Background: an optimization exercise with open tools, aiming at small area and a short achievable clock period. Do not read the settings as production practice. No functional check of the RTL was part of any run shown here. Power is estimated from default activity; no workload was simulated.

==> flow/design.v (outline; a module is shown in full before it is edited, if it fits) <==
// module FIR: 2391 lines
// module fa3: 4 lines
// module ha2: 4 lines
// module hb2: 4 lines
// module rz: 3 lines
// module rs: 3 lines
module FIR #
(
    parameter inbit = 11,
    parameter outbit = 23,
    parameter n=32
)
(
    input rst,
    input clk,
    input wire signed [inbit-1:0] infix,
    output reg signed [outbit-1:0] outfix
);
  // ...
==> flow/run.sh <==
#!/bin/bash
# synth_recipe.tcl (not shown) runs the flow's synth.tcl, then flattens the netlist and writes it again
# the make line also repeats each setting of config.mk as NAME=value (left out here)
make -C /OpenROAD-flow-scripts/flow DESIGN_CONFIG=/design/flow/config.mk WORK_HOME=/design/flow/orfs CLKGATE_MAP_FILE= SYNTH_SCRIPT=/design/flow/synth_recipe.tcl finish
==> flow/config.mk <==
export PLATFORM = sky130hd
export DESIGN_NAME = FIR
export DESIGN_NICKNAME = FIR
export VERILOG_FILES = /design/flow/design.v
export SDC_FILE = /design/flow/constraint.sdc
export NUM_CORES = 4
export LEC_CHECK = 0
export CAP_MARGIN = 20
export CORE_MARGIN = 2
export CORE_UTILIZATION = 40
export SETUP_SLACK_MARGIN = 2.0
export SLEW_MARGIN = 20
export SYNTH_HIERARCHICAL = 1
==> flow/constraint.sdc <==
create_clock -name core_clock -period 4.2 [get_ports {clk}]
set_input_delay 0.8400 -clock core_clock [delete_from_list [all_inputs] [get_ports {clk}]]
set_output_delay 0.8400 -clock core_clock [all_outputs]
set_load 0.01 [all_outputs]
==> reports/results.ini, run 1 <==
[outcome]
outcome=complete, no violations

[layout]
clock_cell_area_share_pct=6.84
fin_nets=3187
layout_common_cells=dfxtp_1 (633), fa_1 (533), nor2_1 (325)
num-nonclk-inverters=218
multi_input_area_sq_mm=0.0160
layout-drive-gt1-share_pct=10.8
n_clock_buffer=112
final_cells=3641
n_sequential_cell=714
multi_input_cells=1492
final_core_util_pct=45.9

[global_routing]
grt_remaining_overflow=0
antenna_found_initial=0
grt_util_met1_pct=21.7
use_met2_pct=28.3
grt.busiest_layer=met2
groute.usage.overall_pct=16.5

[route]
wirelength_microns=59600
wl_per_cell_microns=16.4

[setup_path]
worstSetupEndpointType=flip-flop
r2r_end=outfix[18]$_SDFF_PP0_
path_cells=clkdlybuf4s50_1 > ha_2 > a2111oi_2 > o21ai_1 > nand3_2 > o21a_1 > mux2_2
r2r_start=A0_0_1$_DFF_P_
worstPathArrival_ns=2.67
worstRegToRegCells=9

[sta]
max_freq_mhz=458
tns_ns=0
layout_min_cycle_time_ns=2.19
clock_skew_ns=0.0221

[yosys]
syn_area_per_cell_sq_um=12.7

[power]
combPwrFrac_pct=23.3

[clocking]
clkSlewWorstSetupHoldPaths_ns=0.06
root_buffer=clkbuf_16
clock-sinks=714
cts_tree=yes
numCtsBuffers=73
clk_path_buf_depth=3

[die]
num_io_pins=36
placeableCoreArea_sq_mm=0.0772
row_count=102

[placed_design]
place_ws_ns=1.12
gp_congestion=0.860
io_buffers=35

==> inputs of run 2 (changes only) <==
--- a/flow/config.mk
+++ b/flow/config.mk
@@ -8,6 +8,6 @@
 export CAP_MARGIN = 20
 export CORE_MARGIN = 2
 export CORE_UTILIZATION = 40
-export SETUP_SLACK_MARGIN = 2.0
+export SETUP_SLACK_MARGIN = 2.1
 export SLEW_MARGIN = 20
 export SYNTH_HIERARCHICAL = 1
==> run 2 against run 1 <==
Effect of this change:
- still clean on timing, DRC and antenna
- cell count increased by 0.85%
- worst setup slack improved by 0.037 ns
- wire length increased by 1.1%
- clock-buffer cell count decreased by 6
- non-clock buffer count increased by 39
- combinational power increased by 5%
- power increased by 0.55%
- final area increased by 1.8%
- sequential power about the same
- maximum frequency increased by 1.7%
==> reports/results.ini, run 2 <==
[sta]
slew_headroom_pct=36.2  ; was 42.0%
hold_ws_ns=0.366  ; was 0.364 ns
max_freq_mhz=465  ; was 458 MHz
fin_crit_sh_pct=51.2  ; was 52.0%
max_slew.worst_pin.slew_ns=0.957  ; was 0.870 ns
tns_ns=0  ; unchanged
finalMaxSlewViolations=0  ; unchanged
layout_min_cycle_time_ns=2.15  ; was 2.19 ns
rsz0062_at_grt=true  ; unchanged
finalSetupViolations=0  ; unchanged
clock_skew_ns=0.0216  ; was 0.0221 ns
setup_ws_ns=2.05  ; was 2.01 ns
finalHoldViolCount=0  ; unchanged

[route]
wl_per_cell_microns=16.4  ; about the same
drtIter0Drc=765  ; was 758
vias=16700  ; was 16,600
via_per_inst=4.54  ; was 4.56
drc=0  ; unchanged
ant_nets=0  ; unchanged
first_pass_iters=5  ; was 4
wirelength_microns=60200  ; was 59,600 microns

[layout]
final_common_cell=dfxtp_1  ; unchanged
layout_common_cells=dfxtp_1 (603), fa_1 (506), nor2_1 (324)  ; was dfxtp_1 (633), fa_1 (533), nor2_1 (325)
diodes=0  ; unchanged
syn_to_final_growth_pct=16.1  ; was 14.0%
fin_nets=3225  ; was 3,187
layout-drive-gt1-share_pct=14.7  ; was 10.8%
top_register=outfix  ; unchanged
final_core_util_pct=46.7  ; was 45.9%
largest_reg_flops=20  ; unchanged

[placed_design]
hpwl_microns=42600  ; was 42,800 microns
gp_congestion=0.855  ; was 0.860
place_ws_ns=1.13  ; was 1.12 ns
io_buffers=35  ; unchanged

[yosys]
syn-cell-area_sq_mm=0.0311  ; unchanged
synth_warnings=7  ; unchanged
synthCells=2447  ; unchanged
syn_area_per_cell_sq_um=12.7  ; unchanged

[die]
die-area_sq_mm=0.0799  ; unchanged
num_io_pins=36  ; unchanged
initial_core_util_pct=40.2  ; unchanged
dieWidth_microns=283  ; unchanged
die_h_microns=283  ; unchanged
placeableCoreArea_sq_mm=0.0772  ; unchanged
row_count=102  ; unchanged

[power]
powerDensity_mw_per_mm2=526  ; was 533 mW/mm^2
sequentialPowerShare_pct=41.9  ; was 42.2%
power_leakage_nw=14.7  ; was 14.5 nW
power.switching_mw=5.46  ; was 5.41 mW
power_frac_clock_pct=33.9  ; was 34.4%
peakVddDrop_uv=310  ; was 286 uV
intPower_mw=13.5  ; about the same
p_total_mw=19.0  ; was 18.9 mW
combPwrFrac_pct=24.2  ; was 23.3%
switching_share_pct=28.8  ; was 28.7%

[setup_path]
cpMaxStageDelayCell=a2111oi_4  ; was clkdlybuf4s50_1
worstPathArrival_ns=2.67  ; about the same
cp.required_ns=4.72  ; was 4.69 ns
crit_type=reg2reg  ; was in2reg
cp-start-kind=flip-flop  ; was input pin
critPathMaxStageDelay_ns=0.39  ; was 0.49 ns
worstSetupEndpointType=flip-flop  ; unchanged
crit_fanout=4  ; was 5
path_cells=inv_2 > ha_4 > fa_2 > a21oi_4 > o21bai_4 > a2111oi_4 > nor2_2 > o31a_1 > nor3_1  ; was clkdlybuf4s50_1 > ha_2 > a2111oi_2 > o21ai_1 > nand3_2 > o21a_1 > mux2_2

[clocking]
cts_tree=yes  ; unchanged
htree_levels=3  ; unchanged
clkSlewWorstSetupHoldPaths_ns=0.06  ; about the same
cts_hold_buffers=0  ; unchanged
clock-sinks=714  ; unchanged
clk_path_buf_depth=3  ; unchanged
root_buffer=clkbuf_16  ; unchanged
clk_latency_ns=0.60  ; about the same
numCtsBuffers=72  ; was 73

[global_routing]
grt_max_degree=163  ; was 141
antenna_found_initial=0  ; unchanged
grt_remaining_overflow=0  ; unchanged
grt_pass1_wl_microns=103000  ; about the same
groute.usage.overall_pct=16.5  ; about the same
grt_pass1_vias=19100  ; was 19,300

[outcome]
outcome=complete, no violations  ; unchanged

[flow_run]
cap_violations=0  ; unchanged

[worst_hold_path]
hold_path_class=reg2reg  ; unchanged

==> run 2: worst max-delay path: cells and delay by family (launching register included) <==
family	cells	cell delay (ns)
AO/OA/AOI/OAI	4	0.94
adder cells (fa/ha/maj)	2	0.53
buffers and inverters	1	0.04
flip-flops	1	0.32
AND/OR/NAND/NOR	2	0.23
==> run 2: path summary, 6_finish.rpt <==
| check | end | startpoint | cells after the start | slack, ns |
|---|---|---|---|---|
| worst min-delay path | A4_0_1$_DFF_P_ | A5_0_1$_DFF_P_ | 1 | 0.37 |
| worst max register to register | outfix[18]$_SDFF_PP0_ | A0_0_0$_DFF_P_ | 9 | 2.05 |
| worst min register to register | A4_0_1$_DFF_P_ | A5_0_1$_DFF_P_ | 1 | 0.37 |
| worst max-delay path | outfix[18]$_SDFF_PP0_ | A0_0_0$_DFF_P_ | 9 | 2.05 |
==> run 2: stage by stage <==
stage               instance area [sq um]  std cells
floorplan                           31200       2448
global placement                    32800       3507
detailed placement                  32800       3507
CTS                                 35600       3643
global route                        36000       3672
finish                              36000       3672
==> run 2: per-layer routing <==
metal  global-route usage (%)  up-vias  part of all wire (%)
li1                         -     7705                     -
met1                     21.6     8608                    44
met2                     28.0      225                    50
met3                     3.10      115                   3.7
met4                     4.73        0                   2.8
met5                        0        -                     0
==> run 2: area by class of cell <==
type	instances	area, sq um
Fill cell	6884	41200
Multi-Input combinational cell	1492	16200
Sequential cell	714	14600
Clock buffer	106	2110
Tap cell	1040	1300
Inverter	218	826
Timing Repair Buffer	83	763
Clock inverter	19	245
==> run 2: power by group through the flow <==
| stage | clock [mW] | combinational (mW) | sequential, mW |
|---|---|---|---|
| floorplan | 0 | 3.20 | 8.08 |
| global placement | 0 | 4.28 | 8.13 |
| detailed placement | 0 | 4.35 | 8.15 |
| CTS | 6.59 | 4.48 | 7.98 |
| global route | 6.89 | 5.34 | 8.05 |
| finish | 6.43 | 4.60 | 7.95 |
==> run 2: what timing repair did <==
item	in CTS	in global routing
endpoints found under the setup margin	212	113
gates resized for setup	207	87
buffers inserted	11	29
pin swaps	15	28

## port drivers added, routing unchanged
How much do the figures lean on ideal ports? The routed layouts below were timed once more, with nothing changed but the port constraints.
Step 1: set_driving_cell puts a clkbuf_16 on clk and a buf_2 on each other input, an assumption about the parent block.
Step 2 times the ports against the registers' clock, not the clock port: input delays grow and output delays shrink by t, the midpoint of the rising clock arrivals with the driver on.
Slacks: ideal ports / drivers / drivers and shift; pairs: ideal ports / drivers.
run | t, ns | setup slack, ns | worst slew at a driven data input, ns
run 1 | 0.650 | 2.015 / 2.024 / 1.400 | 0.06
run 2 | 0.657 | 2.052 / 2.052 / 1.480 | 0.05
After both steps setup and hold are still met in every run listed. For run 1, which loses most, drivers alone change the setup slack by +0.009 ns; drivers and shift together by -0.615 ns.
